Source: an optimization exercise on an open RTL-to-GDS flow (aim: small area). Production flows keep margins and buffers that such runs may drop. In this exercise RTL edits were held to simulation tests only and were not proved equivalent to the original. The flow treats the clock pin as an ideal source, which a real chip does not have. Power figures rest on the tool's default switching activity, not on a simulated workload.

==> design/flow/design.v <==
`timescale 1ns / 1ps
module spireg_top(
    input clk,
    input nrst,
    input mosi,
    output miso,
    input sclk,
    input nss
);
reg mosi1, mosi2;
reg sclk1, sclk2;
reg nss1, nss2;
always @(posedge clk)
if(!nrst) begin
    mosi1 <= 0;
    mosi2 <= 0;
    sclk1 <= 0;
    sclk2 <= 0;
    nss1 <= 0;
    nss2 <= 0;
end else begin
    mosi1 <= mosi;
    mosi2 <= mosi1;
    sclk1 <= sclk;
    sclk2 <= sclk1;
    nss1 <= nss;
    nss2 <= nss1;
end
spireg_example core(
    .clk(clk),
    .nrst(nrst),
    .mosi(mosi2),
    .miso(miso),
    .sclk(sclk2),
    .nss(nss2)
);
endmodule

`timescale 1ns / 1ps
module spireg (
    input clk,
    input nrst,
    input mosi,              
    input sclk,              
    input nss,               
    output rd_en,            
    output [2:0] rd_reg,     
    output [3:0] rd_idx,     
    output [2:0] wr_reg,     
    output wr_en,            
    output [15:0] wr_word,   
    output fc_en,            
    output [3:0] fc_idx,     
    output fc_val            
);
localparam ST_CMD = 3'd0, ST_RD = 3'd1, ST_WR = 3'd2, ST_NOP = 3'd3, ST_FC = 3'd4;
reg sclk_d;
reg [2:0] st;
reg [3:0] cnt;
reg [2:0] addr;
reg [15:0] isr;
reg wdone;               
wire rise = sclk & ~sclk_d;
wire last = (cnt == 4'd15);
wire [7:0] cmd = {isr[6:0], mosi};
always @(posedge clk) begin
    sclk_d <= sclk;
    if (rise)
        isr <= {isr[14:0], mosi};
    if (!nrst || nss) begin
        st <= ST_CMD;
        cnt <= 4'd8;
    end else if (rise) begin
        cnt <= cnt + 4'd1;
        wdone <= last && (st == ST_WR);
        if (last && st == ST_CMD) begin
            addr <= cmd[2:0];
            case (cmd[7:6])
                2'b00: st <= ST_RD;
                2'b10: st <= ST_WR;
                2'b11: st <= cmd[5] ? ST_NOP : ST_FC;
                default: st <= ST_NOP;
            endcase
        end else begin
            if (st == ST_FC)
                st <= ST_NOP;
            if ((last && st == ST_RD) || (wdone && st == ST_WR))
                addr <= addr + 3'd1;
        end
    end
end
assign rd_en = (st == ST_CMD) || (st == ST_RD);
assign rd_reg = (st == ST_CMD) ? 3'd0 : addr;
assign rd_idx = {cnt[3] & (st != ST_CMD), cnt[2:0]};
assign wr_reg = addr;
assign wr_en = wdone && (st == ST_WR);
assign wr_word = isr;
assign fc_en = (st == ST_FC);
assign fc_idx = {isr[4], ~isr[3:1]};
assign fc_val = isr[0];
endmodule
`timescale 1ns / 1ps
module spireg_example(
    input clk,
    input nrst,
    input mosi,
    output miso,
    input sclk,
    input nss
);
wire rd_en, wr_en, fc_en, fc_val;
wire [2:0] rd_reg, wr_reg;
wire [3:0] rd_idx, fc_idx;
wire [15:0] wr_word;
spireg spireg_inst(
    .clk(clk),
    .nrst(nrst),
    .mosi(mosi),
    .sclk(sclk),
    .nss(nss),
    .rd_en(rd_en),
    .rd_reg(rd_reg),
    .rd_idx(rd_idx),
    .wr_reg(wr_reg),
    .wr_en(wr_en),
    .wr_word(wr_word),
    .fc_en(fc_en),
    .fc_idx(fc_idx),
    .fc_val(fc_val)
);
reg [1:0] ph;
reg rst1, rst2;
reg miso_q;
wire clear = ~nrst | rst1 | rst2;
always @(posedge clk) begin
    ph <= ph + 2'd1;
    rst1 <= ~nrst;
    rst2 <= rst1;
end
reg [3:0] ring [0:31];    
wire [31:0] tap;
wire [3:0] col;
genvar r, k;
generate
for (k = 0; k < 4; k = k + 1) begin : g_col
    wire [3:0] wb = {wr_word[12-4*k], wr_word[13-4*k], wr_word[14-4*k], wr_word[15-4*k]};
    assign col[k] = ~clear & (fc_en ? fc_val : wb[ph]);
end
for (r = 0; r < 8; r = r + 1) begin : g_reg
    for (k = 0; k < 4; k = k + 1) begin : g_ring
        wire ins;
        if (r == 0)
            assign ins = clear | (wr_en && wr_reg == r) |
                         (fc_en && fc_idx == {k[1:0], ph});
        else
            assign ins = clear | (wr_en && wr_reg == r);
        assign tap[4*r+k] = ring[4*r+k][3];
        always @(posedge clk)
            ring[4*r+k] <= {ring[4*r+k][2:0], ins ? col[k] : ring[4*r+k][3]};
    end
end
endgenerate
always @(posedge clk)
    if (ph == rd_idx[1:0])
        miso_q <= rd_en & tap[{rd_reg, rd_idx[3:2]}];
assign miso = miso_q;
endmodule
==> design/flow/run.sh <==
#!/bin/bash
# synth_recipe.tcl (not shown) runs the flow's synth.tcl, then flattens the netlist and writes it again
# the make line also repeats each setting of config.mk as NAME=value (left out here)
make -C /OpenROAD-flow-scripts/flow DESIGN_CONFIG=/design/flow/config.mk WORK_HOME=/design/flow/orfs CLKGATE_MAP_FILE= SYNTH_SCRIPT=/design/flow/synth_recipe.tcl finish
==> design/flow/config.mk <==
export PLATFORM = sky130hd
export DESIGN_NAME = spireg_top
export DESIGN_NICKNAME = spireg_top
export VERILOG_FILES = /design/flow/design.v
export SDC_FILE = /design/flow/constraint.sdc
export NUM_CORES = 4
export LEC_CHECK = 0
export CAP_MARGIN = 20
export CORE_MARGIN = 2
export CORE_UTILIZATION = 60
export CTS_BUF_LIST = sky130_fd_sc_hd__clkbuf_8
export CTS_CLUSTER_DIAMETER = 100
export CTS_CLUSTER_SIZE = 50
export SLEW_MARGIN = 20
==> design/flow/constraint.sdc <==
create_clock -name core_clock -period 5.0 [get_ports {clk}]
set_input_delay 1.0000 -clock core_clock [delete_from_list [all_inputs] [get_ports {clk}]]
set_output_delay 1.0000 -clock core_clock [all_outputs]
set_load 0.01 [all_outputs]
==> impl_results.md, run 1 <==
* Clk sink count at 167
* Vias in the first global route at 2653
* Top-area cell type share of the netlist area at 0.589
* Grt ovf at 0
* Crit. path cell count at 6
* Startpoint types: input pin
* Post-synth EDFFs at 21
* RSZ-0062 raised after global routing: no
* Clock root cell: clkbuf_8
* Setup bufs post-CTS at 0
* Hold Buf Count CTS at 0
* Die height at 94.9 µm
* Worst slew pin tran at 0.747 ns
* Most common cell in the netlist: dfxtp_1
* Area growth syn-to-layout at 10.5%
* Routed Antenna Nets at 0
* Critical path peak fanout at 31
* GR peak layer: met2
* CP peak stage delay at 0.57 ns
* Critical Path AT at 2.79 ns
* Layout cells sized above 1 at 0.127
* TritonCTS Buffers at 17
* Antenna diodes at 0
* Post-synthesis register bit count at 167
* Full die area at 9010 µm²
* PortBufs at 5
* Number of max-cap violations at 0
* Max VDD drop at 0.000248 V
* Post-route DRC at 0
* Tmin final at 2.44 ns
* Max Clk Rate at 0.410 GHz
* Rows at 33
* Slew HR at 0.501
* Final setup violation count at 0
* Routing usage on met1 at 0.283
* Total track usage at 0.207
* Primary FF master, synth: dfxtp_1
* Met2 Track Usage GR at 0.307
* WL per Instance at 16.1 µm
* Clock latency (worst-skew pair) at 0.44 ns
* Ordered cell list for the critical path: clkdlybuf4s50_1 > inv_1 > nor3_2 > buf_4 > nand2_1 > o21ai_0
* Hold Slack at 0.325 ns
* Number of distinct library cells after synthesis at 44
* Sequential fraction of the synthesis area at 0.717
* Synthesized area per cell at 13.0 µm²
* RePlAce Congestion at 0.746
* DRT Wirelength at 8270 µm
* Hpwl dp at 5450 µm
* Via count at 2736
* Slowest library cell on the worst path: clkdlybuf4s50_1
* Async S/R FF share, synth at 0
* Fin nets at 407
* Final Hold Fails at 0
* Synthesis warning total at 4
* Met3 GRT Util at 0.0527
* Fin crit share at 0.488
* FF-to-FF path depth at 5
* Hold path depth at 0
* 1st-pass router iterations at 4
* CTS max path bufs at 2
* Largest net degree at the start of global routing at 32
* Area contributors post-synth: dfxtp_1, edfxtp_1, mux4_2
* Lkg Pwr at 2.06 nW
* Vias per inst at 5.33
* Post-Syn Nets at 392
* CTS H-tree lvls at 4
* Mapped Cells at 380
* # resized after CTS at 0
* Synth Cell Area at 4960 µm²
* Clock transition at path regs at 0.09 ns
* CP Capture Type: flop
* Flop2flop setup slack at 2.77 ns
* Io pins at 6
* Final Skew at 0.0160 ns
* Core Box Area at 8090 µm²
* First DRT Iteration DRCs at 101
* PD cells at 424 nW/µm²
* WS Path Type: input pin to flop
* Synth area leader: dfxtp_1
* HP Class: flop to flop
* Cell family with most CP delay: buffers and inverters
* Initial antenna violation count at 0
* Slew Viols, Final at 0
* Buf+Inv Stages, Crit Path at 3
* Top cells by count, synth: dfxtp_1, nand3_1, o21ai_0, nand2_1, edfxtp_1
* Die width at 94.9 µm
* Initial core utilization at 0.613
* Final setup TNS at 0 ns
* First-pass GRT wire length at 13600 µm
* CTS tree: built
* Status: timing/DRC/antenna clean
* Critical Path RT at 5.35 ns
-- through the flow --
stage,cell area [µm²],setup slack (ns),power [mW],instances,util
6_report,5480,2.56,2.33,513,0.677
5_1_grt,5480,2.41,2.40,513,0.677
4_1_cts,5480,2.60,2.35,513,0.677
3_5_place_dp,5080,2.13,1.44,481,0.628
3_3_place_gp,5080,2.11,1.44,481,0.628
2_1_floorplan,4960,2.99,1.42,380,-
-- placed cells by master, fill, tap and decap left out, types with 2 or more instances in the layout --
| master | n |
|---|---|
| a21oi_1 | 6 |
| a311oi_1 | 3 |
| and2_1 | 7 |
| inv_1 | 12 |
| ha_1 | 7 |
| and3_1 | 2 |
| o21ai_0 | 33 |
| mux2i_1 | 10 |
| mux4_2 | 8 |
| nand3_1 | 33 |
| clkdlybuf4s50_1 | 5 |
| edfxtp_1 | 21 |
| o21ai_1 | 2 |
| xnor2_1 | 4 |
| inv_6 | 3 |
| nand2_1 | 25 |
| nand2b_1 | 3 |
| clkinv_8 | 2 |
| a31oi_1 | 2 |
| xor2_1 | 4 |
| nor2_1 | 17 |
| a21oi_2 | 2 |
| mux2_2 | 2 |
| o211ai_1 | 2 |
| clkbuf_8 | 18 |
| clkinv_4 | 4 |
| dfxtp_1 | 146 |
| nor3_1 | 2 |
| inv_8 | 5 |
-- kinds of logic (layout without fill, tap and decap cells) --
family                     Yosys count  in the layout  synth area share
DFF                                167            167             0.717
muxes                               20             20            0.0611
adders and majority gates            7              7            0.0177
buffers and inverters               22             50            0.0230
and+or+nand+nor                     99             99            0.0992
AOI/OAI and AO/OA                   57             57            0.0684
xor gates and xnor gates             8              8            0.0141
-- layout make-up --
cell class              instances  area (µm²)
flip-flops and latches        167        3550
clock inverters                14         150
well taps                     105         131
inverters                      12        45.0
fillers                       617        2610
repair buffers                  6        57.6
multi-input cells             191        1300
clock buffers                  18         248
-- final timing paths --
| path | startpoint | endpoint |
|---|---|---|
| setup / recovery | nrst | core.ring[16][0] |
| hold reg to reg | core.ring[23][0] | core.ring[23][1] |
| hold / removal | core.ring[23][0] | core.ring[23][1] |
| setup reg to reg | core.spireg_inst.cnt[2] | core.miso_q |
-- registers in the layout (all words and copies together), names as in the netlist, 2 cells and up --
name and flops:
core.spireg_inst.st 3, core.spireg_inst.isr 16, core.spireg_inst.cnt 4, core.spireg_inst.addr 3, core.ring 128, core.ph 2
-- routing by layer --
layer,up-vias,share of wire,wire length [µm]
met5,-,0,0
met4,0,0.017,137
met3,13,0.029,237
met2,31,0.46,3800
met1,1338,0.49,4090
li1,1354,-,-
-- power by group --
part | internal (mW) | switching [mW] | total, mW
sequential | 1.37 | 0.00757 | 1.38
combinational | 0.0120 | 0.0169 | 0.0290
clock | 0.389 | 0.531 | 0.920
==> run 2, diff against run 1 <==
--- a/design/flow/config.mk
+++ b/design/flow/config.mk
@@ -9,6 +9,6 @@
 export CORE_MARGIN = 2
 export CORE_UTILIZATION = 60
-export CTS_BUF_LIST = sky130_fd_sc_hd__clkbuf_8
-export CTS_CLUSTER_DIAMETER = 100
-export CTS_CLUSTER_SIZE = 50
+export CTS_BUF_LIST = sky130_fd_sc_hd__clkbuf_16
+export CTS_CLUSTER_DIAMETER = 500
+export CTS_CLUSTER_SIZE = 100
 export SLEW_MARGIN = 20
==> impl_results.md, run 2 <==
* Synthesized area per cell at 13.0 µm²
* Top cells by count, synth: dfxtp_1, nand3_1, o21ai_0, nand2_1, edfxtp_1
* Post-synthesis simple-gate area fraction at 0.0992
* Number of max-cap violations at 0
* Hpwl dp at 5450 µm
* CTS H-tree lvls at 4
* Final Hold Fails at 0
* Rows at 33
* RSZ-0062 raised after global routing: no
* Synth Area in XOR/XNOR at 0.0141
* Vias per inst at 5.44
* CTS max path bufs at 2
* DRT Wirelength at 8570 µm
* Number of distinct library cells after synthesis at 44
* Status: timing/DRC/antenna clean
* Largest family of logic cells by synthesized area: simple AND/OR/NAND/NOR gates
* Clock transition at path regs at 0.07 ns
* Compound-Gate Fraction of Synth Area at 0.0684
* Critical Path AT at 2.81 ns
* Synthesis warning total at 4
* Tot Pwr at 2.65 mW
* Setup bufs post-CTS at 0
* Synth Cell Area at 4960 µm²
* Routed Antenna Nets at 0
* Post-Syn Nets at 392
* Core Box Area at 8090 µm²
* Most common cell after layout, fill and taps aside: dfxtp_1
* Lkg Pwr at 2.14 nW
* RePlAce Congestion at 0.746
* Final Skew at 0.0112 ns
* Top-area cell type share of the netlist area at 0.589
* First-pass GRT wire length at 14100 µm
* Most common cell in the netlist: dfxtp_1
* Area contributors post-synth: dfxtp_1, edfxtp_1, mux4_2
* Final setup violation count at 0
* CTS tree: built
* Vias in the first global route at 2744
* Final setup TNS at 0 ns
* First DRT Iteration DRCs at 152
* Critical path peak fanout at 31
* Layout cells sized above 1 at 0.125
* Max Clk Rate at 0.401 GHz
* Biggest regs: core.ring: 128 flops, core.spireg_inst.isr: 16 flops, core.spireg_inst.cnt: 4 flops
* Post-route DRC at 0
* Critical Path RT at 5.31 ns
* Mapped Cells at 380
* PortBufs at 5
* Fin nets at 407
* WL per Instance at 16.7 µm
* Clock root cell: clkbuf_16
* Io pins at 6
* TritonCTS Buffers at 17
* Async S/R FF share, synth at 0
* WS Path Type: input pin to flop
* Post-Synth Adder-Cell Area at 0.0177
* Largest net degree at the start of global routing at 32
* CP peak stage delay at 0.57 ns
* Hold Buf Count CTS at 0
* Ordered cell list for the critical path: clkdlybuf4s50_1 > inv_1 > nor3_2 > buf_4 > nand2_1 > mux2i_1
* Grt ovf at 0
* Total track usage at 0.214
* HP Class: flop to flop
* Clock latency (worst-skew pair) at 0.41 ns
* Initial antenna violation count at 0
* Max VDD drop at 0.000294 V
* Slew HR at 0.495
* Die width at 94.9 µm
* Area growth syn-to-layout at 14.2%
* Tmin final at 2.49 ns
* PD cells at 467 nW/µm²
* Synth area leader: dfxtp_1
* Clk sink count at 167
* Slew Viols, Final at 0
* Max FFs per register at 128
* # resized after CTS at 0
* Post-synth EDFFs at 21
* Fin crit share at 0.499
* Antenna diodes at 0
* Startpoint types: input pin
* Register area at 3550 µm²
* Fill cells at 585
* Worst slack, placed at 2.13 ns
* Worst slew pin tran at 0.757 ns
* Fin worst setup slack at 2.51 ns
* Full die area at 9010 µm²
* Biggest register: core.ring
* Die height at 94.9 µm
* Via count at 2791
* Primary FF master, synth: dfxtp_1
* Multiplexer share of the synthesized area at 0.0611
* CP Capture Type: flop
* Post-synthesis register bit count at 167
* Slowest library cell on the worst path: clkdlybuf4s50_1
* Area of the multi-input gates at 1300 µm²
* Initial core utilization at 0.613
* Commonest cells after routing, fill and taps aside: dfxtp_1, o21ai_0, nand3_1
* Sequential fraction of the synthesis area at 0.717
* 1st-pass router iterations at 5
-- run 2: layer usage --
metal / GRT usage / part of all wire
met1: 0.290 / 0.48
met3: 0.0535 / 0.042
met5: 0 / 0
met2: 0.324 / 0.46
met4: 0.104 / 0.016
-- run 2: power breakdown --
part	switching, mW	leakage, nW	internal (mW)	total (mW)
registers	0.00756	1.37	1.37	1.38
logic	0.0171	0.482	0.0120	0.0291
clock network	0.574	0.285	0.667	1.24
-- run 2: worst max-delay path: cells and delay by family --
family / cells / cell delay [ns]
buffers and inverters: 3 / 1.01
and+or+nand+nor: 2 / 0.47
muxes: 1 / 0.30
-- run 2: kinds of logic after synthesis --
group                      Yosys count
AOI/OAI and AO/OA                   57
xor gates and xnor gates             8
adders and majority gates            7
buffers and inverters               22
DFF                                167
muxes                               20
and+or+nand+nor                     99
-- run 2: path summary, 6_finish.rpt --
kind	start	to	slack (ns)	depth (start not counted)
worst max-delay path	nrst	core.ring[0][0]	2.51	6
worst min-delay path	core.ring[23][0]	core.ring[23][1]	0.32	0
worst max register to register	core.spireg_inst.cnt[2]	core.miso_q	2.76	5
worst min register to register	core.ring[23][0]	core.ring[23][1]	0.32	0
-- run 2: final cells by class --
type                    instances  share of cell area
inverters                      12             0.00795
multi-input cells             191               0.229
flip-flops and latches        167               0.627
clock inverters                15              0.0272
repair buffers                  6              0.0102
well taps                     105              0.0232
clock buffers                  17              0.0751
-- run 2: per-stage QoR --
step / hold slack (ns) / cells / area [µm²] / utilization
after global routing: 0.326 / 513 / 5660 / 0.700
after detailed placement: 0.312 / 481 / 5080 / 0.628
after CTS: 0.322 / 513 / 5660 / 0.700
final: 0.321 / 513 / 5660 / 0.700
after global placement: 0.310 / 481 / 5080 / 0.628
after floorplan: 0.310 / 380 / 4960 / -
==> run 3, diff against run 2 <==
--- a/design/flow/config.mk
+++ b/design/flow/config.mk
@@ -8,7 +8,4 @@
 export CAP_MARGIN = 20
 export CORE_MARGIN = 2
-export CORE_UTILIZATION = 60
-export CTS_BUF_LIST = sky130_fd_sc_hd__clkbuf_16
-export CTS_CLUSTER_DIAMETER = 500
-export CTS_CLUSTER_SIZE = 100
+export CORE_UTILIZATION = 40
 export SLEW_MARGIN = 20
==> impl_results.md, run 3 <==
* Status: timing/DRC/antenna clean
* Most common cell in the netlist: dfxtp_1
* Worst slew pin tran at 0.771 ns
* Lkg Pwr at 2.14 nW
* Vias per inst at 4.66
* Mapped Cells at 380
* Compound-Gate Fraction of Synth Area at 0.0684
* Routed Antenna Nets at 0
* Slowest library cell on the worst path: clkdlybuf4s50_1
* Setup bufs post-CTS at 0
* PortBufs at 5
* Post-synth EDFFs at 21
* Initial antenna violation count at 0
* Antenna diodes at 0
* Largest family of logic cells by synthesized area: simple AND/OR/NAND/NOR gates
* Die width at 115 µm
* Post-Synth Adder-Cell Area at 0.0177
* Hold path depth at 0
* First-pass GRT wire length at 13100 µm
* Largest net degree at the start of global routing at 32
* WL per Instance at 14.2 µm
* WS Path Type: input pin to flop
* Max VDD drop at 0.000238 V
* Clock transition at path regs at 0.06 ns
* Hpwl dp at 5240 µm
* CP peak stage delay at 0.58 ns
* First DRT Iteration DRCs at 141
* Number of distinct library cells after synthesis at 44
* FF-to-FF path depth at 5
* PD cells at 471 nW/µm²
* Multiplexer share of the synthesized area at 0.0611
* Max FFs per register at 128
* Layout cells sized above 1 at 0.123
* Synth area leader: dfxtp_1
* Clock latency (worst-skew pair) at 0.42 ns
* Slew Viols, Final at 0
* Critical path peak fanout at 31
* Io pins at 6
* TritonCTS Buffers at 17
* Synth Area in XOR/XNOR at 0.0141
* Synthesized area per cell at 13.0 µm²
* Full die area at 13300 µm²
* Area contributors post-synth: dfxtp_1, edfxtp_1, mux4_2
* Sequential fraction of the synthesis area at 0.717
* Total track usage at 0.137
* Number of max-cap violations at 0
* Ordered cell list for the critical path: clkdlybuf4s50_1 > inv_1 > nor3_2 > buf_4 > nand2_1 > o21ai_0
* Fin nets at 407
* Primary FF master, synth: dfxtp_1
* Synth Cell Area at 4960 µm²
* Post-synthesis register bit count at 167
* Hold Slack at 0.321 ns
* Post-Syn Nets at 392
* Clock root cell: clkbuf_16
* Async S/R FF share, synth at 0
* CP Capture Type: flop
* Top-area cell type share of the netlist area at 0.589
* Via count at 2677
* Startpoint types: input pin
* Biggest register: core.ring
* Tmin final at 2.43 ns
* Slew HR at 0.485
* DRT Wirelength at 8170 µm
* Final setup violation count at 0
* HP Class: flop to flop
* # resized after CTS at 0
* Grt ovf at 0
* CTS H-tree lvls at 4
* Core Box Area at 12100 µm²
* Vias in the first global route at 2583
* CTS max path bufs at 2
* Clk sink count at 167
* CTS tree: built
* RePlAce Congestion at 0.782
* Hold Buf Count CTS at 0
* Final setup TNS at 0 ns
* Post-synthesis simple-gate area fraction at 0.0992
* Initial core utilization at 0.411
* Max Clk Rate at 0.412 GHz
* RSZ-0062 raised after global routing: no
* Most common cell after layout, fill and taps aside: dfxtp_1
* Synthesis warning total at 4
* Critical Path AT at 2.76 ns
* Biggest regs: core.ring: 128 flops, core.spireg_inst.isr: 16 flops, core.spireg_inst.cnt: 4 flops
* Final Hold Fails at 0
* Die height at 115 µm
* Area growth syn-to-layout at 16.2%
* Top cells by count, synth: dfxtp_1, nand3_1, o21ai_0, nand2_1, edfxtp_1
* Post-route DRC at 0
* Commonest cells after routing, fill and taps aside: dfxtp_1, o21ai_0, nand3_1
* Final Skew at 0.00904 ns
* 1st-pass router iterations at 4
* Fin crit share at 0.486
* Rows at 40
* Critical Path RT at 5.34 ns
-- run 3: cell counts after synthesis --
No cell type changed its count.
-- run 3: critical path: cells and delay by family --
family	cells	cell delay [ns]
AOI/OAI and AO/OA	1	0.26
buffers and inverters	3	1.02
and+or+nand+nor	2	0.49
-- run 3: kinds of logic (layout without fill, tap and decap cells) --
group,after synthesis,in the layout
and+or+nand+nor,99,99
DFF,167,167
muxes,20,20
buffers and inverters,22,49
xor gates and xnor gates,8,8
AOI/OAI and AO/OA,57,57
adders and majority gates,7,7
-- run 3: cell type report --
class / count / area (µm²)
timing repair buffer: 6 / 57.6
clock buffer: 18 / 429
multi-input combinational: 191 / 1300
fill: 1088 / 6300
sequential: 167 / 3550
clock inverter: 13 / 170
inverter: 12 / 45.0
tap: 168 / 210
-- run 3: power by group --
part | switching (mW) | leakage, nW | internal [mW] | total (mW)
logic | 0.0170 | 0.482 | 0.0120 | 0.0290
clock network | 0.518 | 0.283 | 0.788 | 1.31
registers | 0.00735 | 1.37 | 1.37 | 1.38
-- run 3: worst paths after layout --
check / start / end / slack, ns
worst max-delay path: nrst / core.ring[29][0] / 2.57
worst min-delay path: core.ring[6][1] / core.ring[6][2] / 0.32
worst max register to register: core.spireg_inst.cnt[2] / core.miso_q / 2.72
worst min register to register: core.ring[6][1] / core.ring[6][2] / 0.32
-- run 3: stage by stage --
step                utilization  power (mW)  setup slack, ns  std cells  area (µm²)
global placement          0.428        1.44             2.20        544        5160
CTS                       0.478        2.74             2.57        575        5760
detailed placement        0.428        1.44             2.16        544        5160
global route              0.478        2.80             2.41        575        5760
finish                    0.478        2.71             2.57        575        5760
floorplan                     -        1.42             2.99        380        4960
-- run 3: routing by layer --
| layer | part of all wire | up-vias | global-route usage | wire (µm) |
|---|---|---|---|---|
| li1 | - | 1353 | - | - |
| met1 | 0.53 | 1265 | 0.184 | 4300 |
| met2 | 0.42 | 38 | 0.187 | 3400 |
| met3 | 0.029 | 21 | 0.0496 | 236 |
| met4 | 0.028 | 0 | 0.0827 | 231 |
| met5 | 0 | - | 0 | 0 |
==> run 4, diff against run 3 <==
==> design/flow/flow/run.sh (new file) <==
#!/bin/bash
# Standard layout, with a clock tree built without dummy loads.
set -e
cp standard.sh standard_copy.sh.txt
export CTS_ARGS="-sink_clustering_enable -repair_clock_nets -dont_use_dummy_load -sink_clustering_size 60 -sink_clustering_max_diameter 400 -buf_list sky130_fd_sc_hd__clkbuf_16"
bash standard.sh > standard.log 2>&1
==> design/flow/standard.sh (new file) <==
#!/bin/bash
# synth_recipe.tcl (not shown) runs the flow's synth.tcl, then flattens the netlist and writes it again
# the make line also repeats each setting of config.mk as NAME=value (left out here)
make -C /OpenROAD-flow-scripts/flow DESIGN_CONFIG=/design/flow/config.mk WORK_HOME=/design/flow/orfs CLKGATE_MAP_FILE= SYNTH_SCRIPT=/design/flow/synth_recipe.tcl "${@:-finish}"
removed: design/flow/run.sh
==> impl_results.md, run 4 <==
* Routed Antenna Nets at 0
* Post-synth EDFFs at 21
* Placed Area at 5160 µm²
* Rows at 40
* Most common cell in the netlist: dfxtp_1
* Synth area leader: dfxtp_1
* Cell family with most CP delay: buffers and inverters
* Fin crit share at 0.489
* RePlAce Congestion at 0.782
* Layout cells sized above 1 at 0.0941
* HP Class: flop to flop
* Clock transition at path regs at 0.06 ns
* Die height at 115 µm
* Startpoint types: input pin
* Slew Viols, Final at 0
* PortBufs at 5
* Buf+Inv Stages, Crit Path at 3
* Setup bufs post-CTS at 0
* DRT Wirelength at 8060 µm
* Synthesized area per cell at 13.0 µm²
* CP Capture Type: flop
* Full die area at 13300 µm²
* Critical Path AT at 2.77 ns
* Hpwl dp at 5240 µm
* Number of max-cap violations at 0
* Commonest cells after routing, fill and taps aside: dfxtp_1, o21ai_0, nand3_1
* Dpl cells at 544
* Most common cell after layout, fill and taps aside: dfxtp_1
* Routed met1 length at 4240 µm
* Sequential fraction of the synthesis area at 0.717
* Final setup violation count at 0
* CP peak stage delay at 0.58 ns
* Biggest register: core.ring
* RSZ-0062 raised after global routing: no
* 1st-pass router iterations at 4
* Synth Cell Area at 4960 µm²
* Initial core utilization at 0.411
* Tot Pwr at 2.42 mW
* Final Skew at 0.0176 ns
* Met2 WL at 3450 µm
* Async S/R FF share, synth at 0
* TritonCTS Buffers at 17
* Area growth syn-to-layout at 12.7%
* Worst slew pin tran at 0.787 ns
* Critical path peak fanout at 31
* Post-route DRC at 0
* Max Clk Rate at 0.409 GHz
* Final Instance Area at 5590 µm²
* Total track usage at 0.136
* Antenna diodes at 0
* Post-synthesis register bit count at 167
* First DRT Iteration DRCs at 129
* Ordered cell list for the critical path: clkdlybuf4s50_1 > inv_1 > nor3_2 > buf_4 > nand2_1 > o21ai_0
* Slew HR at 0.475
* Max FFs per register at 128
* Vias in the first global route at 2573
* Clock root cell: clkbuf_16
* Top-area cell type share of the netlist area at 0.589
* First-pass GRT wire length at 13000 µm
* Hold Buf Count CTS at 0
* Biggest regs: core.ring: 128 flops, core.spireg_inst.isr: 16 flops, core.spireg_inst.cnt: 4 flops
* Largest net degree at the start of global routing at 32
* Slowest library cell on the worst path: clkdlybuf4s50_1
* Fin nets at 407
* Fin worst setup slack at 2.56 ns
* Clk sink count at 167
* Highest metal used: met4
* Synthesis warning total at 4
* CTS tree: built
* Critical Path RT at 5.32 ns
* Mapped Cells at 380
* CTS H-tree lvls at 4
* Die width at 115 µm
* Tmin final at 2.44 ns
* WS Path Type: input pin to flop
* Top cells by count, synth: dfxtp_1, nand3_1, o21ai_0, nand2_1, edfxtp_1
* CTS max path bufs at 2
* # resized after CTS at 0
* PD cells at 433 nW/µm²
* Max VDD drop at 0.000211 V
* Final Hold Fails at 0
* Routed wl met3 at 235 µm
* Non-filler cells, final at 561
* Initial antenna violation count at 0
* Number of distinct library cells after synthesis at 44
* Final setup TNS at 0 ns
* Grt ovf at 0
* Flop2flop setup slack at 2.70 ns
* Area contributors post-synth: dfxtp_1, edfxtp_1, mux4_2
* Post-Syn Nets at 392
* Worst slack, placed at 2.16 ns
* Clock latency (worst-skew pair) at 0.41 ns
* Core Box Area at 12100 µm²
* Status: timing/DRC/antenna clean
* Primary FF master, synth: dfxtp_1
* Lkg Pwr at 2.06 nW
* Via count at 2629
* WL per Instance at 14.4 µm
* Io pins at 6
* Vias per inst at 4.69
-- run 4: worst paths after layout --
kind                                              start  cells after the start               end
worst min register to register          core.ring[6][1]                      0   core.ring[6][2]
worst max-delay path                               nrst                      6  core.ring[29][0]
worst min-delay path                    core.ring[6][1]                      0   core.ring[6][2]
worst max register to register  core.spireg_inst.cnt[2]                      5       core.miso_q
-- run 4: layer usage --
| layer | up-vias | track usage |
|---|---|---|
| met5 | - | 0 |
| met4 | 0 | 0.0755 |
| met3 | 12 | 0.0543 |
| met2 | 29 | 0.185 |
| met1 | 1255 | 0.183 |
| li1 | 1333 | - |
-- run 4: kinds of logic (layout without fill, tap and decap cells) --
logic type / count (synthesis) / after routing / synth area share
XOR/XNOR: 8 / 8 / 0.0141
multiplexers: 20 / 20 / 0.0611
AND/OR/NAND/NOR: 99 / 99 / 0.0992
buffers and inverters: 22 / 35 / 0.0230
AO/OA/AOI/OAI: 57 / 57 / 0.0684
adder cells (fa/ha/maj): 7 / 7 / 0.0177
flip-flops: 167 / 167 / 0.717
-- run 4: power by group --
part / switching (mW) / internal (mW) / leakage [nW]
combinational: 0.0170 / 0.0120 / 0.482
clock: 0.424 / 0.589 / 0.209
sequential: 0.00729 / 1.37 / 1.37
-- run 4: layout make-up --
class,count,area (µm²)
well taps,168,210
repair buffers,6,57.6
inverters,12,45.0
flip-flops and latches,167,3550
multi-input cells,191,1300
clock buffers,17,425
fillers,1106,6470
-- run 4: metrics by stage --
stage / hold WS (ns) / utilization
after floorplan: 0.310 / -
after global placement: 0.310 / 0.428
after detailed placement: 0.312 / 0.428
after CTS: 0.307 / 0.463
after global routing: 0.316 / 0.463
final: 0.308 / 0.463
==> run 5, diff against run 4 <==
==> design/flow/flow/run.sh (replaced) <==
#!/bin/bash
# The standard layout, except the clock tree: flow/pre_cts.tcl splits the
# clock pins into CLK_NGX x CLK_NGY groups by position and gives each group
# one clock buffer; a root buffer fed by the clock port drives those. TritonCTS
# then finds no unbuffered clock net and leaves the tree as it is; the rest of
# the CTS step (timing repair, legalisation) runs as usual.
set -e
export PRE_CTS_TCL=$PWD/flow/pre_cts.tcl
export CLK_NGX=3 CLK_NGY=2 CLK_BUF=sky130_fd_sc_hd__clkbuf_16 CLK_ROOT=sky130_fd_sc_hd__clkbuf_4
export CTS_ARGS="-sink_clustering_enable -repair_clock_nets -dont_use_dummy_load"
bash standard.sh > standard.log 2>&1
==> design/flow/flow/pre_cts.tcl (new file) <==
# Clock tree by hand: the clock pins are split into NGROUP groups by
# position, and each group gets one clock buffer driven straight from the
# clock port.
set ngx $::env(CLK_NGX)
set ngy $::env(CLK_NGY)
set bufcell $::env(CLK_BUF)
set block [ord::get_db_block]
set clknet [$block findNet clk]
set sinks {}
foreach pin [get_pins -of_objects [get_nets clk]] {
  set it [sta::sta_to_db_pin $pin]
  if {$it == "NULL" || $it == ""} { continue }
  set inst [$it getInst]
  set bb [$inst getBBox]
  set x [expr {([$bb xMin] + [$bb xMax]) / 2}]
  set y [expr {([$bb yMin] + [$bb yMax]) / 2}]
  lappend sinks [list $pin $x $y]
}
set n [llength $sinks]
puts "hand CTS: $n clock sinks"
set byx [lsort -integer -index 1 $sinks]
set cols {}
for {set i 0} {$i < $ngx} {incr i} {
  set a [expr {$i * $n / $ngx}]
  set b [expr {($i + 1) * $n / $ngx - 1}]
  lappend cols [lrange $byx $a $b]
}
set g 0
foreach col $cols {
  set m [llength $col]
  set byy [lsort -integer -index 2 $col]
  for {set j 0} {$j < $ngy} {incr j} {
    set a [expr {$j * $m / $ngy}]
    set b [expr {($j + 1) * $m / $ngy - 1}]
    set grp [lrange $byy $a $b]
    set sx 0; set sy 0; set pins {}
    foreach s $grp {
      lappend pins [lindex $s 0]
      set sx [expr {$sx + [lindex $s 1]}]
      set sy [expr {$sy + [lindex $s 2]}]
    }
    set k [llength $grp]
    set dbu [$block getDbUnitsPerMicron]
    set cx [expr {double($sx) / $k / $dbu}]
    set cy [expr {double($sy) / $k / $dbu}]
    puts "hand CTS: group $g has $k sinks, buffer at $cx $cy"
    insert_buffer -buffer_cell $bufcell -net clk -load_pins $pins \
      -location [list $cx $cy] -buffer_name clkbuf_hand_$g -net_name clknet_hand_$g
    incr g
  }
}
if {[info exists ::env(CLK_ROOT)] && $::env(CLK_ROOT) != ""} {
  set leafpins {}
  foreach pin [get_pins -of_objects [get_nets clk]] {
    set it [sta::sta_to_db_pin $pin]
    if {$it == "NULL" || $it == ""} { continue }
    lappend leafpins $pin
  }
  set dbu [$block getDbUnitsPerMicron]
  set die [$block getDieArea]
  insert_buffer -buffer_cell $::env(CLK_ROOT) -net clk -load_pins $leafpins \
    -location [list [expr {([$die xMax] + [$die xMin]) / 2.0 / $dbu}] [expr {([$die yMax] + [$die yMin]) / 2.0 / $dbu}]] \
    -buffer_name clkbuf_hand_root -net_name clknet_hand_root
  puts "hand CTS: root buffer $::env(CLK_ROOT) drives [llength $leafpins] buffers"
}
--- a/design/flow/config.mk
+++ b/design/flow/config.mk
@@ -8,4 +8,4 @@
 export CAP_MARGIN = 20
 export CORE_MARGIN = 2
-export CORE_UTILIZATION = 40
+export CORE_UTILIZATION = 65
 export SLEW_MARGIN = 20
==> impl_results.md, run 5 <==
* Status: timing/DRC/antenna clean
* Area of the multi-input gates at 1300 µm²
* Most common cell in the netlist: dfxtp_1
* PortBufs at 5
* Largest net degree at the start of global routing at 29
* Area contributors post-synth: dfxtp_1, edfxtp_1, mux4_2
* Dpl cells at 475
* Antenna diodes at 0
* Sequential fraction of the synthesis area at 0.717
* Hold Slack at 0.334 ns
* Area growth syn-to-layout at 5.55%
* Hpwl dp at 5330 µm
* RePlAce Congestion at 0.780
* DRT Wirelength at 8000 µm
* Post-Syn Nets at 392
* Final Util at 0.714
* Initial antenna violation count at 0
* Layout cells sized above 1 at 0.0705
* Via count at 2613
* Grt ovf at 0
* PD cells at 380 nW/µm²
* Total track usage at 0.197
* Critical path peak fanout at 16
* Mapped Cells at 380
* Register area at 3550 µm²
* Max FFs per register at 128
* Hold Buf Count CTS at 0
* Primary FF master, synth: dfxtp_1
* Routed Antenna Nets at 0
* Worst slew pin tran at 1.04 ns
* Full die area at 8340 µm²
* Synth Cell Area at 4960 µm²
* Slowest library cell on the worst path: nor3_2
* Number of max-cap violations at 0
* Critical Path AT at 3.27 ns
* Synth area leader: dfxtp_1
* Post-synth EDFFs at 21
* Die height at 91.3 µm
* Commonest cells after routing, fill and taps aside: dfxtp_1, o21ai_0, nand3_1
* Biggest regs: core.ring: 128 flops, core.spireg_inst.isr: 16 flops, core.spireg_inst.cnt: 4 flops
* CP Capture Type: flop
* Async S/R FF share, synth at 0
* Io pins at 6
* Post-synthesis register bit count at 167
* CP peak stage delay at 0.86 ns
* # resized after CTS at 0
* Number of distinct library cells after synthesis at 44
* Biggest register: core.ring
* Synthesis warning total at 4
* RSZ-0062 raised after global routing: no
* Tmin final at 2.85 ns
* Max Clk Rate at 0.351 GHz
* Clock latency (worst-skew pair) at 0.51 ns
* Vias in the first global route at 2509
* Fin nets at 397
* Final setup violation count at 0
* First-pass GRT wire length at 13100 µm
* Core Box Area at 7330 µm²
* Max VDD drop at 0.000363 V
* Fill cells at 530
* Vias per inst at 5.42
* Ordered cell list for the critical path: clkdlybuf4s50_1 > inv_1 > nor3_2 > nand2_1 > o21ai_0
* Top cells by count, synth: dfxtp_1, nand3_1, o21ai_0, nand2_1, edfxtp_1
* Rows at 31
* Flop2flop setup slack at 2.79 ns
* Slew Viols, Final at 0
* 1st-pass router iterations at 4
* Startpoint types: input pin
* Post-route DRC at 0
* Top-area cell type share of the netlist area at 0.589
* Slew HR at 0.300
* Initial core utilization at 0.676
* HP Class: flop to flop
* Die width at 91.3 µm
* Clock transition at path regs at 0.09 ns
* Lkg Pwr at 1.93 nW
* WL per Instance at 16.6 µm
* Final Hold Fails at 0
* WS Path Type: input pin to flop
* Final setup TNS at 0 ns
* Final Skew at 0.0140 ns
* Fin crit share at 0.569
* Synthesized area per cell at 13.0 µm²
* First DRT Iteration DRCs at 204
* Non-filler cells, final at 482
* Most common cell after layout, fill and taps aside: dfxtp_1
* Setup bufs post-CTS at 0
* Critical Path RT at 5.42 ns
[run 5: cell counts after synthesis]
Identical to the previous run, type by type.
[run 5: metrics by stage]
step	power, mW	setup slack [ns]	area, µm²
after floorplan	1.42	2.99	4960
after CTS	1.90	1.67	5230
final	1.99	2.15	5230
after detailed placement	1.44	1.71	5080
after global routing	2.05	1.99	5230
after global placement	1.44	1.83	5080
[run 5: logic make-up (layout without fill, tap and decap cells)]
family / after synthesis / in the layout / synth area share
muxes: 20 / 20 / 0.0611
and+or+nand+nor: 99 / 99 / 0.0992
AOI/OAI and AO/OA: 57 / 57 / 0.0684
adders and majority gates: 7 / 7 / 0.0177
DFF: 167 / 167 / 0.717
xor gates and xnor gates: 8 / 8 / 0.0141
buffers and inverters: 22 / 25 / 0.0230
[run 5: path summary, 6_finish.rpt]
path                           start               end  depth (start not counted)
min                 core.ring[26][1]  core.ring[26][2]                          0
min reg2reg         core.ring[26][1]  core.ring[26][2]                          0
max reg2reg  core.spireg_inst.cnt[2]       core.miso_q                          5
max                             nrst  core.ring[11][0]                          5
[run 5: area by class of cell, without the clock buffers]
cell class	count	area share
Tap cell	99	0.0237
Sequential cell	167	0.679
Multi-Input combinational cell	191	0.248
Inverter	12	0.00861
Timing Repair Buffer	6	0.0110
[run 5: worst max-delay path: cells and delay by family]
family / cells / cell delay (ns)
AOI/OAI and AO/OA: 1 / 0.29
buffers and inverters: 2 / 0.69
and+or+nand+nor: 2 / 1.30
[run 5: per-layer routing]
metal / up-vias / part of all wire / GRT usage
met4: 0 / 0.017 / 0.0290
met5: - / 0 / 0
met3: 12 / 0.036 / 0.0207
met1: 1240 / 0.50 / 0.306
li1: 1313 / - / -
met2: 48 / 0.44 / 0.310
[run 5: power breakdown]
part           switching [mW]  internal [mW]
clock                   0.359          0.223
sequential            0.00733           1.37
combinational          0.0171         0.0121
total                   0.383           1.60
==> run 6, diff against run 5 <==
==> design/flow/flow/run.sh (replaced) <==
#!/bin/bash
# The standard layout with two changes:
#  1. After the standard synthesis, flow/remap.tcl hands the gates between
#     the flip-flops to ABC again with an area-oriented script
#     (flow/abc_area.scr). The flip-flops keep their cells and names.
#  2. The clock tree is built by flow/pre_cts.tcl (hooked in before CTS):
#     the clock pins are split by position into CLK_NGX x CLK_NGY groups, each
#     with one clock buffer, driven by one root buffer on the clock port.
#     TritonCTS then finds no unbuffered clock net and leaves the tree as it
#     is; the rest of the CTS step (timing repair, legalisation) runs as usual.
# Each tool's output goes to a log file of its own in this folder.
set -e
YOSYS=$FLOW_HOME/../tools/install/yosys/bin/yosys
[ -x "$YOSYS" ] || YOSYS=yosys
RES=orfs/results/$FLOW_PLATFORM/spireg_top/base

bash standard.sh synth > standard_synth.log 2>&1

cp $RES/1_2_yosys.v $RES/1_2_yosys_standard.v
export REMAP_IN=$RES/1_2_yosys_standard.v REMAP_OUT=$RES/1_2_yosys_remap.v
export REMAP_LIB=$FLOW_HOME/platforms/$FLOW_PLATFORM/lib/sky130_fd_sc_hd__tt_025C_1v80.lib
export REMAP_SCRIPT=$PWD/flow/abc_area.scr REMAP_TOP=$FLOW_TOP
export REMAP_DONT_USE="$(cat flow/dont_use.txt)"
$YOSYS -c flow/remap.tcl > remap.log 2>&1
cp $RES/1_2_yosys_remap.v $RES/1_2_yosys.v

export PRE_CTS_TCL=$PWD/flow/pre_cts.tcl
export CLK_NGX=3 CLK_NGY=2 CLK_BUF=sky130_fd_sc_hd__clkbuf_16 CLK_ROOT=sky130_fd_sc_hd__clkbuf_4
export CTS_ARGS="-sink_clustering_enable -repair_clock_nets -dont_use_dummy_load"
bash standard.sh > standard.log 2>&1
==> design/flow/flow/abc_area.scr (new file) <==
strash
&get -n
&dch -f
&nf -a -p
&put
topo
==> design/flow/flow/dont_use.txt (new file) <==
sky130_fd_sc_hd__probe_p_8
sky130_fd_sc_hd__probec_p_8
sky130_fd_sc_hd__lpflow_bleeder_1
sky130_fd_sc_hd__lpflow_clkbufkapwr_1
sky130_fd_sc_hd__lpflow_clkbufkapwr_16
sky130_fd_sc_hd__lpflow_clkbufkapwr_2
sky130_fd_sc_hd__lpflow_clkbufkapwr_4
sky130_fd_sc_hd__lpflow_clkbufkapwr_8
sky130_fd_sc_hd__lpflow_clkinvkapwr_1
sky130_fd_sc_hd__lpflow_clkinvkapwr_16
sky130_fd_sc_hd__lpflow_clkinvkapwr_2
sky130_fd_sc_hd__lpflow_clkinvkapwr_4
sky130_fd_sc_hd__lpflow_clkinvkapwr_8
sky130_fd_sc_hd__lpflow_decapkapwr_12
sky130_fd_sc_hd__lpflow_decapkapwr_3
sky130_fd_sc_hd__lpflow_decapkapwr_4
sky130_fd_sc_hd__lpflow_decapkapwr_6
sky130_fd_sc_hd__lpflow_decapkapwr_8
sky130_fd_sc_hd__lpflow_inputiso0n_1
sky130_fd_sc_hd__lpflow_inputiso0p_1
sky130_fd_sc_hd__lpflow_inputiso1n_1
sky130_fd_sc_hd__lpflow_inputiso1p_1
sky130_fd_sc_hd__lpflow_inputisolatch_1
sky130_fd_sc_hd__lpflow_isobufsrc_1
sky130_fd_sc_hd__lpflow_isobufsrc_16
sky130_fd_sc_hd__lpflow_isobufsrc_2
sky130_fd_sc_hd__lpflow_isobufsrc_4
sky130_fd_sc_hd__lpflow_isobufsrc_8
sky130_fd_sc_hd__lpflow_isobufsrckapwr_16
sky130_fd_sc_hd__lpflow_lsbuf_lh_hl_isowell_tap_1
sky130_fd_sc_hd__lpflow_lsbuf_lh_hl_isowell_tap_2
sky130_fd_sc_hd__lpflow_lsbuf_lh_hl_isowell_tap_4
sky130_fd_sc_hd__lpflow_lsbuf_lh_isowell_4
sky130_fd_sc_hd__lpflow_lsbuf_lh_isowell_tap_1
sky130_fd_sc_hd__lpflow_lsbuf_lh_isowell_tap_2
sky130_fd_sc_hd__lpflow_lsbuf_lh_isowell_tap_4
sky130_fd_sc_hd__fill_1
sky130_fd_sc_hd__fill_2
sky130_fd_sc_hd__fill_4
sky130_fd_sc_hd__fill_8
--- a/design/flow/flow/pre_cts.tcl
+++ b/design/flow/flow/pre_cts.tcl
@@ -1,5 +1,5 @@
-# Clock tree by hand: the clock pins are split into NGROUP groups by
-# position, and each group gets one clock buffer driven straight from the
-# clock port.
+# Clock tree by hand: the clock pins are split into CLK_NGX x CLK_NGY groups
+# by position, and each group gets one clock buffer. With CLK_ROOT set, one
+# root buffer fed by the clock port drives the group buffers.
 set ngx $::env(CLK_NGX)
 set ngy $::env(CLK_NGY)
==> design/flow/flow/remap.tcl (new file) <==
# Re-map the combinational logic of the standard synthesis for area.
# The flip-flops (and tie cells) stay as they are, with their names; only the
# gates between them are handed to ABC again, with an area-oriented script.
# Usage: yosys -c remap.tcl   with env REMAP_IN, REMAP_OUT, REMAP_LIB,
# REMAP_SCRIPT, REMAP_DONT_USE (cell names).
yosys -import
set lib $::env(REMAP_LIB)
read_liberty -ignore_miss_func $lib
read_verilog $::env(REMAP_IN)
hierarchy -top $::env(REMAP_TOP)
set seq [list]
foreach c {df* edf* sdf* sedf* dl* conb*} { lappend seq "sky130_fd_sc_hd__$c" }
setattr -mod -set keep_hierarchy 1 {*}$seq
flatten
opt_clean
set du [list]
foreach c $::env(REMAP_DONT_USE) { lappend du -dont_use $c }
abc -liberty $lib {*}$du -script $::env(REMAP_SCRIPT)
opt_clean -purge
hilomap -singleton -hicell sky130_fd_sc_hd__conb_1 HI -locell sky130_fd_sc_hd__conb_1 LO
insbuf -buf sky130_fd_sc_hd__buf_4 A X
opt_clean -purge
select $::env(REMAP_TOP)
tee -o $::env(REMAP_OUT).stat stat -liberty $lib
write_verilog -noattr -nohex -nodec -selected $::env(REMAP_OUT)
==> impl_results.md, run 6 <==
* Status: timing/DRC/antenna clean
* Setup bufs post-CTS at 0
* PD cells at 387 nW/µm²
* Max FFs per register at 128
* RSZ-0062 raised after global routing: no
* Slowest library cell on the worst path: a21boi_0
* RePlAce Congestion at 0.865
* # resized after CTS at 0
* Flop2flop setup slack at 2.71 ns
* Reg-to-Reg End: core.miso_q
* Slew HR at 0.404
* Commonest cells after routing, fill and taps aside: dfxtp_1, o21ai_0, nand3_1
* Synthesized area per cell at 12.9 µm²
* Core Box Area at 7180 µm²
* 1st-pass router iterations at 4
* Via count at 2646
* Mapped Cells at 371
* P_sw at 378 µW
* Grt ovf at 0
* Worst slack, placed at 1.65 ns
* Critical path peak fanout at 33
* Fin worst setup slack at 2.11 ns
* Rows at 31
* FF-to-FF path depth at 6
* Initial core utilization at 0.665
* Vias in the first global route at 2544
* HP Class: flop to flop
* Final Skew at 0.0183 ns
* Max VDD drop at 0.000317 V
* Largest net degree at the start of global routing at 34
* CP Capture Type: flop
* Biggest regs: core.ring: 128 flops, core.spireg_inst.isr: 16 flops, core.spireg_inst.cnt: 4 flops
* Biggest register: core.ring
* Combinational power share at 0.014
* Total track usage at 0.200
* Number of max-cap violations at 0
* Fin nets at 391
* Lkg Pwr at 1.83 nW
* Initial antenna violation count at 0
* Critical Path RT at 5.37 ns
* Post-Syn Nets at 376
* Vias per inst at 5.48
* Switching share of power at 0.191
* Setup crit end: core.ring[0][0]
* Int Power at 1.60 mW
* Startpoint types: input pin
* PortBufs at 5
* WS Path Type: input pin to flop
* Routed Antenna Nets at 0
* Worst slew pin tran at 0.893 ns
* WL per Instance at 16.2 µm
* CP peak stage delay at 0.61 ns
* Layout cells sized above 1 at 0.0391
* Area growth syn-to-layout at 7.21%
* Io pins at 6
* Slew Viols, Final at 0
* Full die area at 8040 µm²
* Max Clk Rate at 0.346 GHz
* Final Hold Fails at 0
* Final setup TNS at 0 ns
* Clock power share at 0.291
* Die height at 89.7 µm
* Die width at 89.7 µm
* Final setup violation count at 0
* First-pass GRT wire length at 12600 µm
* Antenna diodes at 0
* Post-route DRC at 0
* R2r startpoint: core.spireg_inst.cnt[2]
* Clock latency (worst-skew pair) at 0.51 ns
* Most common cell after layout, fill and taps aside: dfxtp_1
* CP startpoint: nrst
* Clock transition at path regs at 0.11 ns
* Hpwl dp at 5090 µm
* Fin crit share at 0.578
* Critical Path AT at 3.26 ns
* First DRT Iteration DRCs at 200
* Flop pwr share at 0.695
* Tot Pwr at 1.98 mW
* Synth Cell Area at 4770 µm²
* Hold Buf Count CTS at 0
* Synthesis warning total at 4
* Tmin final at 2.89 ns
* Ordered cell list for the critical path: clkdlybuf4s50_1 > clkinv_1 > nor3_2 > buf_4 > a21boi_0 > o21ai_0 > mux2i_1
* DRT Wirelength at 7820 µm
==> run 6: worst min path at each step <==
stage / slack (ns) / from / cells after the start / to
after detailed placement: 0.31 / core.ring[0][0] / 0 / core.ring[0][1]
after global routing: 0.33 / core.ring[19][2] / 0 / core.ring[19][3]
after floorplan: 0.31 / core.ring[0][0] / 0 / core.ring[0][1]
final: 0.32 / core.ring[19][2] / 0 / core.ring[19][3]
after CTS: 0.31 / core.ring[14][1] / 0 / core.ring[14][2]
after global placement: 0.31 / core.ring[27][1] / 0 / core.ring[27][2]
==> run 6: routing by layer <==
layer / track usage / wire [µm]
met1: 0.296 / 3900
met2: 0.321 / 3470
met3: 0.0183 / 258
met4: 0.0488 / 182
met5: 0 / 0
==> run 6: stage by stage <==
step                      cell area, µm²  hold slack, ns  utilization  cells
after floorplan                     4770           0.310            -    371
after global placement              4960           0.310        0.691    476
after detailed placement            4960           0.312        0.691    476
after CTS                           5120           0.312        0.713    483
after global routing                5120           0.335        0.713    483
final                               5120           0.324        0.713    483
==> run 6: area by class of cell, without the clock buffers <==
cell class                      count  area [µm²]
Sequential cell                   167        3550
Inverter                           10        37.5
Tap cell                           99         124
Fill cell                         517        2060
Timing Repair Buffer                6        57.6
Multi-Input combinational cell    194        1190
==> run 6: power by group through the flow <==
stage               registers (mW)  logic, mW  clock network, mW
finish                        1.38     0.0268              0.577
global route                  1.38     0.0293              0.629
CTS                           1.41     0.0267              0.460
detailed placement            1.41     0.0264                  0
global placement              1.41     0.0258                  0
floorplan                     1.40     0.0154                  0
==> run 6: worst max-delay path: cells and delay by family <==
| kind | cells | cell delay (ns) |
|---|---|---|
| AOI/OAI and AO/OA | 2 | 0.87 |
| buffers and inverters | 3 | 1.08 |
| muxes | 1 | 0.17 |
| and+or+nand+nor | 1 | 0.12 |
==> run 7, diff against run 6 <==
==> design/flow/design.v (replaced) <==
`timescale 1ns / 1ps
module spireg_top(
    input clk,
    input nrst,
    input mosi,
    output miso,
    input sclk,
    input nss
);
reg mosi1, mosi2;
reg sclk1, sclk2;
reg nss1, nss2;
always @(posedge clk)
if(!nrst) begin
    mosi1 <= 0;
    mosi2 <= 0;
    sclk1 <= 0;
    sclk2 <= 0;
    nss1 <= 0;
    nss2 <= 0;
end else begin
    mosi1 <= mosi;
    mosi2 <= mosi1;
    sclk1 <= sclk;
    sclk2 <= sclk1;
    nss1 <= nss;
    nss2 <= nss1;
end
spireg_example core(
    .clk(clk),
    .nrst(nrst),
    .mosi(mosi2),
    .miso(miso),
    .sclk(sclk2),
    .nss(nss2)
);
endmodule

`timescale 1ns / 1ps
module spireg (
    input clk,
    input nrst,
    input mosi,              
    input sclk,              
    input nss,               
    output rise,             
    output rx_en,            
    output [3:0] rx_idx,
    output rd_en,            
    output [2:0] rd_reg,     
    output [3:0] rd_idx,     
    output [2:0] wr_reg,     
    output wr_en,            
    output fc_en,            
    output [3:0] fc_idx,     
    output fc_val            
);
reg sclk_d;
reg cmdp;                
reg [7:0] c;             
reg [3:0] cnt;           
reg wdone;               
assign rise = sclk & ~sclk_d;
wire last = (cnt == 4'd15);
wire is_rd = (c[7:6] == 2'b00);
wire is_wr = (c[7:6] == 2'b10);
always @(posedge clk) begin
    sclk_d <= sclk;
    if (!nrst || nss) begin
        cmdp <= 1'b1;
        cnt <= 4'd8;
    end else if (rise) begin
        cnt <= cnt + 4'd1;
        wdone <= last && !cmdp && is_wr;
        if (cmdp) begin
            c <= {c[6:0], mosi};
            if (last)
                cmdp <= 1'b0;
        end else if ((last && is_rd) || (wdone && is_wr)) begin
            c[2:0] <= c[2:0] + 3'd1;
        end
    end
end
wire first = ~cmdp & (rise ? (cnt == 4'd0) : (cnt == 4'd1));
assign rx_en = sclk ? first : (cnt != 4'd0);
assign rx_idx = sclk ? 4'd0 : cnt;
assign rd_en = cmdp | is_rd;
assign rd_reg = cmdp ? 3'd0 : c[2:0];
assign rd_idx = {cnt[3] & ~cmdp, cnt[2:0]};
assign wr_reg = c[2:0];
assign wr_en = ~cmdp & is_wr & ((rise & last) | (wdone & ~rise));
assign fc_en = ~cmdp & (c[7:5] == 3'b110);
assign fc_idx = {c[4], ~c[3:1]};
assign fc_val = c[0];
endmodule
`timescale 1ns / 1ps
module spireg_example(
    input clk,
    input nrst,
    input mosi,
    output miso,
    input sclk,
    input nss
);
wire rise, rx_en, rd_en, wr_en, fc_en, fc_val;
wire [2:0] rd_reg, wr_reg;
wire [3:0] rx_idx, rd_idx, fc_idx;
spireg spireg_inst(
    .clk(clk),
    .nrst(nrst),
    .mosi(mosi),
    .sclk(sclk),
    .nss(nss),
    .rise(rise),
    .rx_en(rx_en),
    .rx_idx(rx_idx),
    .rd_en(rd_en),
    .rd_reg(rd_reg),
    .rd_idx(rd_idx),
    .wr_reg(wr_reg),
    .wr_en(wr_en),
    .fc_en(fc_en),
    .fc_idx(fc_idx),
    .fc_val(fc_val)
);
reg [2:0] ph;
reg rst_q;
reg miso_q;
wire clear = ~nrst | rst_q;
always @(posedge clk) begin
    ph <= ph + 3'd1;
    rst_q <= ~nrst | (rst_q & ~rise);
end
reg [3:0] rx [0:3];
wire [3:0] rx_tap;
genvar r, k;
generate
for (k = 0; k < 4; k = k + 1) begin : g_rx
    wire ins = rx_en && rx_idx == {k[1:0], ph[1:0]};
    assign rx_tap[k] = rx[k][3];
    always @(posedge clk)
        rx[k] <= {rx[k][2:0], ins ? mosi : rx[k][3]};
end
endgenerate
reg [7:0] ring [0:15];    
wire [15:0] tap7, tap3;
wire [1:0] col;
generate
for (k = 0; k < 2; k = k + 1) begin : g_col
    assign col[k] = ~clear & (fc_en ? fc_val : rx_tap[2*k + ph[2]]);
end
for (r = 0; r < 8; r = r + 1) begin : g_reg
    for (k = 0; k < 2; k = k + 1) begin : g_ring
        wire ins;
        if (r == 0)
            assign ins = clear | (wr_en && wr_reg == r) |
                         (fc_en && fc_idx == {k[0], ph});
        else
            assign ins = clear | (wr_en && wr_reg == r);
        assign tap7[2*r+k] = ring[2*r+k][7];
        assign tap3[2*r+k] = ring[2*r+k][3];
        always @(posedge clk)
            ring[2*r+k] <= {ring[2*r+k][6:0], ins ? col[k] : ring[2*r+k][7]};
    end
end
endgenerate
wire [3:0] rsel = {rd_reg, rd_idx[3]};
wire rbit = (ph[2] == rd_idx[2]) ? tap7[rsel] : tap3[rsel];
always @(posedge clk)
    if (clear)
        miso_q <= 1'b0;
    else if (ph[1:0] == rd_idx[1:0])
        miso_q <= rd_en & rbit;
assign miso = miso_q;
endmodule
--- a/design/flow/flow/run.sh
+++ b/design/flow/flow/run.sh
@@ -9,4 +9,5 @@
 #     TritonCTS then finds no unbuffered clock net and leaves the tree as it
 #     is; the rest of the CTS step (timing repair, legalisation) runs as usual.
+#  3. Ports are buffered with buf_1 cells.
 # Each tool's output goes to a log file of its own in this folder.
 set -e
@@ -28,3 +29,4 @@
 export CLK_NGX=3 CLK_NGY=2 CLK_BUF=sky130_fd_sc_hd__clkbuf_16 CLK_ROOT=sky130_fd_sc_hd__clkbuf_4
 export CTS_ARGS="-sink_clustering_enable -repair_clock_nets -dont_use_dummy_load"
+export BUFFER_PORTS_ARGS="-buffer_cell sky130_fd_sc_hd__buf_1"
 bash standard.sh > standard.log 2>&1
==> impl_results.md, run 7 <==
* Status: timing/DRC/antenna clean
* Core Box Area at 6790 µm²
* Most common cell after layout, fill and taps aside: dfxtp_1
* First-pass GRT wire length at 11900 µm
* Int Power at 1.61 mW
* Critical Path AT at 2.88 ns
* Switching share of power at 0.189
* Slew HR at 0.498
* Final Skew at 0.00770 ns
* Initial core utilization at 0.671
* Final setup violation count at 0
* Max Clk Rate at 0.400 GHz
* Max VDD drop at 0.000314 V
* Fin worst setup slack at 2.50 ns
* Critical Path RT at 5.39 ns
* 1st-pass router iterations at 4
* CP Capture Type: flop
* P_sw at 374 µW
* Full die area at 7700 µm²
* Final Util at 0.717
* Hold Buf Count CTS at 0
* Worst slack, placed at 1.81 ns
* Flop pwr share at 0.698
* Hpwl dp at 5070 µm
* Grt ovf at 0
* Post-Syn Nets at 357
* Max FFs per register at 128
* Die height at 87.8 µm
* DRT Wirelength at 7500 µm
* Io pins at 6
* Clock transition at path regs at 0.10 ns
* Placed Area at 4710 µm²
* WS Path Type: flop to flop
* Critical path peak fanout at 12
* Post-route DRC at 0
* Tmin final at 2.50 ns
* Total track usage at 0.199
* Startpoint types: flop
* WL per Instance at 16.2 µm
* Hold Slack at 0.328 ns
* # resized after CTS at 0
* Vias per inst at 5.36
* Setup bufs post-CTS at 0
* Final setup TNS at 0 ns
* Biggest regs: core.ring: 128 flops, core.rx: 16 flops, core.spireg_inst.c: 8 flops
* Largest net degree at the start of global routing at 30
* Synth Cell Area at 4560 µm²
* Slew Viols, Final at 0
* Via count at 2477
* PortBufs at 5
* Final Instance Area at 4870 µm²
* Mapped Cells at 352
* RePlAce Congestion at 0.800
* Fin nets at 373
* Worst slew pin tran at 0.750 ns
* Layout cells sized above 1 at 0.0273
* Rows at 30
* RSZ-0062 raised after global routing: no
* Synthesized area per cell at 13.0 µm²
* Initial antenna violation count at 0
* Antenna diodes at 0
* HP Class: flop to flop
* Vias in the first global route at 2354
* First DRT Iteration DRCs at 127
* Clock latency (worst-skew pair) at 0.48 ns
* Routed Antenna Nets at 0
* Lkg Pwr at 1.82 nW
* Die width at 87.8 µm
* Commonest cells after routing, fill and taps aside: dfxtp_1, a21oi_1, nor2_1
* Number of max-cap violations at 0
* Final Hold Fails at 0
* Fin crit share at 0.500
* Clock power share at 0.291
* Area growth syn-to-layout at 6.89%
* PD cells at 407 nW/µm²
* Combinational power share at 0.010
* Synthesis warning total at 5
* Biggest register: core.ring
[run 7: cell count changes in the layout (fill, tap and decap cells not counted), moves of 6 or more]
cell / delta
o21ai_0: -35
edfxtp_1: -12
nand3_1: -30
xnor2_1: +6
nor3_1: +6
clkinv_1: -6
mux4_2: -6
dfxtp_1: +15
a21oi_1: +30
[run 7: final cells by class, without the clock buffers]
cell class	count	area (µm²)
inverters	4	15.0
flip-flops and latches	170	3490
well taps	96	120
fillers	490	1920
repair buffers	7	33.8
multi-input cells	178	1050
[run 7: worst paths after layout]
| path | from | end | slack (ns) | cells after the start |
|---|---|---|---|---|
| worst max register to register | core.spireg_inst.cnt[3] | core.ring[0][0] | 2.50 | 6 |
| worst min-delay path | core.ring[7][5] | core.ring[7][6] | 0.33 | 0 |
| worst max-delay path | core.spireg_inst.cnt[3] | core.ring[0][0] | 2.50 | 6 |
| worst min register to register | core.ring[7][5] | core.ring[7][6] | 0.33 | 0 |
[run 7: routing by layer]
layer,track usage,part of all wire
met4,0.0126,0.0076
met1,0.301,0.48
met2,0.329,0.46
met3,0.0217,0.045
met5,0,0
[run 7: stage by stage]
step,power [mW],cells
after floorplan,1.43,352
after global placement,1.43,455
after detailed placement,1.44,455
after CTS,1.90,462
after global routing,2.04,462
final,1.98,462
[run 7: critical path, stage by stage (launching register included)]
cell	delay (ns)
dfxtp_1	0.68
nand4_1	0.31
nor2_1	0.23
o211ai_1	0.33
o41ai_1	0.55
o21ai_0	0.18
o31a_1	0.13
[run 7: power by group through the flow]
stage	clock network (mW)	logic, mW	registers [mW]
2_1_floorplan	0	0.0139	1.41
5_1_grt	0.634	0.0223	1.39
4_1_cts	0.464	0.0198	1.42
3_3_place_gp	0	0.0190	1.41
6_report	0.578	0.0199	1.38
3_5_place_dp	0	0.0198	1.42
==> run 8, diff against run 7 <==
--- a/design/flow/flow/run.sh
+++ b/design/flow/flow/run.sh
@@ -1,4 +1,4 @@
 #!/bin/bash
-# The standard layout with two changes:
+# The standard layout with these changes:
 #  1. After the standard synthesis, flow/remap.tcl hands the gates between
 #     the flip-flops to ABC again with an area-oriented script
==> impl_results.md, run 8 <==
* Status: timing/DRC/antenna clean
* Die width at 87.8 µm
* Layout cells sized above 1 at 0.0273
* CP Capture Type: flop
* 1st-pass router iterations at 4
* RSZ-0062 raised after global routing: no
* Vias in the first global route at 2354
* Int Power at 1.61 mW
* Tmin final at 2.50 ns
* Clock power share at 0.291
* RePlAce Congestion at 0.800
* Final setup TNS at 0 ns
* Final Skew at 0.00770 ns
* Setup bufs post-CTS at 0
* Clock transition at path regs at 0.10 ns
* Synth Cell Area at 4560 µm²
* Switching share of power at 0.189
* Number of max-cap violations at 0
* Max VDD drop at 0.000314 V
* DRT Wirelength at 7500 µm
* Routed Antenna Nets at 0
* Hold Buf Count CTS at 0
* Full die area at 7700 µm²
* Grt ovf at 0
* Critical Path RT at 5.39 ns
* Core Box Area at 6790 µm²
* Lkg Pwr at 1.82 nW
* Post-Syn Nets at 357
* Slew Viols, Final at 0
* Critical path peak fanout at 12
* Biggest regs: core.ring: 128 flops, core.rx: 16 flops, core.spireg_inst.c: 8 flops
* Fin crit share at 0.500
* Largest net degree at the start of global routing at 30
* Io pins at 6
* Synthesis warning total at 5
* Max Clk Rate at 0.400 GHz
* Antenna diodes at 0
* Max FFs per register at 128
* Flop pwr share at 0.698
* Area growth syn-to-layout at 6.89%
* Initial antenna violation count at 0
* Final setup violation count at 0
* Worst slew pin tran at 0.750 ns
* WL per Instance at 16.2 µm
* Via count at 2477
* HP Class: flop to flop
* Most common cell after layout, fill and taps aside: dfxtp_1
* Tot Pwr at 1.98 mW
* P_sw at 374 µW
* PD cells at 407 nW/µm²
* Fin nets at 373
* Biggest register: core.ring
* WS Path Type: flop to flop
* Slew HR at 0.498
* Initial core utilization at 0.671
* Area of the multi-input gates at 1050 µm²
* Commonest cells after routing, fill and taps aside: dfxtp_1, a21oi_1, nor2_1
* # resized after CTS at 0
* Combinational power share at 0.010
* Total track usage at 0.199
* Rows at 30
* Clock latency (worst-skew pair) at 0.48 ns
* Startpoint types: flop
* First-pass GRT wire length at 11900 µm
* Vias per inst at 5.36
* First DRT Iteration DRCs at 127
* Post-route DRC at 0
* Die height at 87.8 µm
* Register area at 3490 µm²
* PortBufs at 5
* Mapped Cells at 352
* Hpwl dp at 5070 µm
* Flop2flop setup slack at 2.50 ns
* Final Hold Fails at 0
* Fill cells at 490
* Critical Path AT at 2.88 ns
* Synthesized area per cell at 13.0 µm²
[run 8: cell counts in the layout (fill, tap and decap cells not counted)]
Identical to the previous run, type by type.
[run 8: area by class of cell, without the clock buffers]
class	instances	area share
Sequential cell	170	0.717
Multi-Input combinational cell	178	0.216
Tap cell	96	0.0246
Timing Repair Buffer	7	0.00693
Inverter	4	0.00308
[run 8: stage by stage]
stage	hold WS, ns	std cells	setup WS [ns]	instance area [µm²]	utilization
2_1_floorplan	0.310	352	2.57	4560	-
3_3_place_gp	0.310	455	1.93	4710	0.694
3_5_place_dp	0.312	455	1.81	4710	0.694
4_1_cts	0.312	462	1.79	4870	0.717
5_1_grt	0.338	462	2.33	4870	0.717
6_report	0.328	462	2.50	4870	0.717
[run 8: power by group through the flow]
stage | sequential (mW) | combinational (mW) | clock [mW]
after floorplan | 1.41 | 0.0139 | 0
after global placement | 1.41 | 0.0190 | 0
after detailed placement | 1.42 | 0.0198 | 0
after CTS | 1.42 | 0.0198 | 0.464
after global routing | 1.39 | 0.0223 | 0.634
final | 1.38 | 0.0199 | 0.578
[run 8: path summary, 6_finish.rpt]
path	from	to	depth (start not counted)
setup / recovery	core.spireg_inst.cnt[3]	core.ring[0][0]	6
hold / removal	core.ring[7][5]	core.ring[7][6]	0
setup reg to reg	core.spireg_inst.cnt[3]	core.ring[0][0]	6
hold reg to reg	core.ring[7][5]	core.ring[7][6]	0
[run 8: layer usage]
layer / up-vias / wire [µm] / track usage
li1: 1236 / - / -
met1: 1186 / 3620 / 0.301
met2: 49 / 3480 / 0.329
met3: 6 / 339 / 0.0217
met4: 0 / 57 / 0.0126
met5: - / 0 / 0
[run 8: worst max-delay path: stages (launching register included)]
cell      delay (ns)
dfxtp_1         0.68
nand4_1         0.31
nor2_1          0.23
o211ai_1        0.33
o41ai_1         0.55
o21ai_0         0.18
o31a_1          0.13

## afterwards: timing with drivers on the ports
How much do the figures lean on ideal ports? The routed layouts below were timed once more, with nothing changed but the port constraints. Step 1 sets driving cells, clkbuf_16 on the clock port and buf_2 on the other inputs (assumed; they add their load-dependent delay and slew). Step 2 moves the port delays by t, midway between the first and last clock arrival at a register: inputs arrive t later, outputs are due t later. That takes back most of the time a late clock gives input paths. a / b / c = ideal / step 1 / step 2; a / b = the first two.
| run | t, ns | setup slack, ns | worst hold slack (ns) | cell pins on the clock port's net |
|---|---|---|---|---|
| run 1 | 0.470 | 2.561 / 2.573 / 2.103 | 0.325 / 0.325 / 0.325 | 1 |
| run 2 | 0.446 | 2.506 / 2.521 / 2.076 | 0.321 / 0.321 / 0.321 | 1 |
| run 3 | 0.454 | 2.572 / 2.586 / 2.132 | 0.321 / 0.321 / 0.321 | 1 |
| run 4 | 0.444 | 2.556 / 2.570 / 2.126 | 0.308 / 0.308 / 0.308 | 1 |
| run 5 | 0.532 | 2.154 / 2.161 / 1.629 | 0.334 / 0.334 / 0.334 | 1 |
| run 6 | 0.527 | 2.110 / 2.115 / 1.588 | 0.324 / 0.324 / 0.324 | 1 |
| run 7 | 0.508 | 2.502 / 2.502 / 2.167 | 0.328 / 0.328 / 0.328 | 1 |
| run 8 | 0.508 | 2.502 / 2.502 / 2.167 | 0.328 / 0.328 / 0.328 | 1 |
After both steps setup and hold are still met in every run listed. For run 5, which loses most, drivers alone change the setup slack by +0.007 ns; drivers and shift together by -0.525 ns.
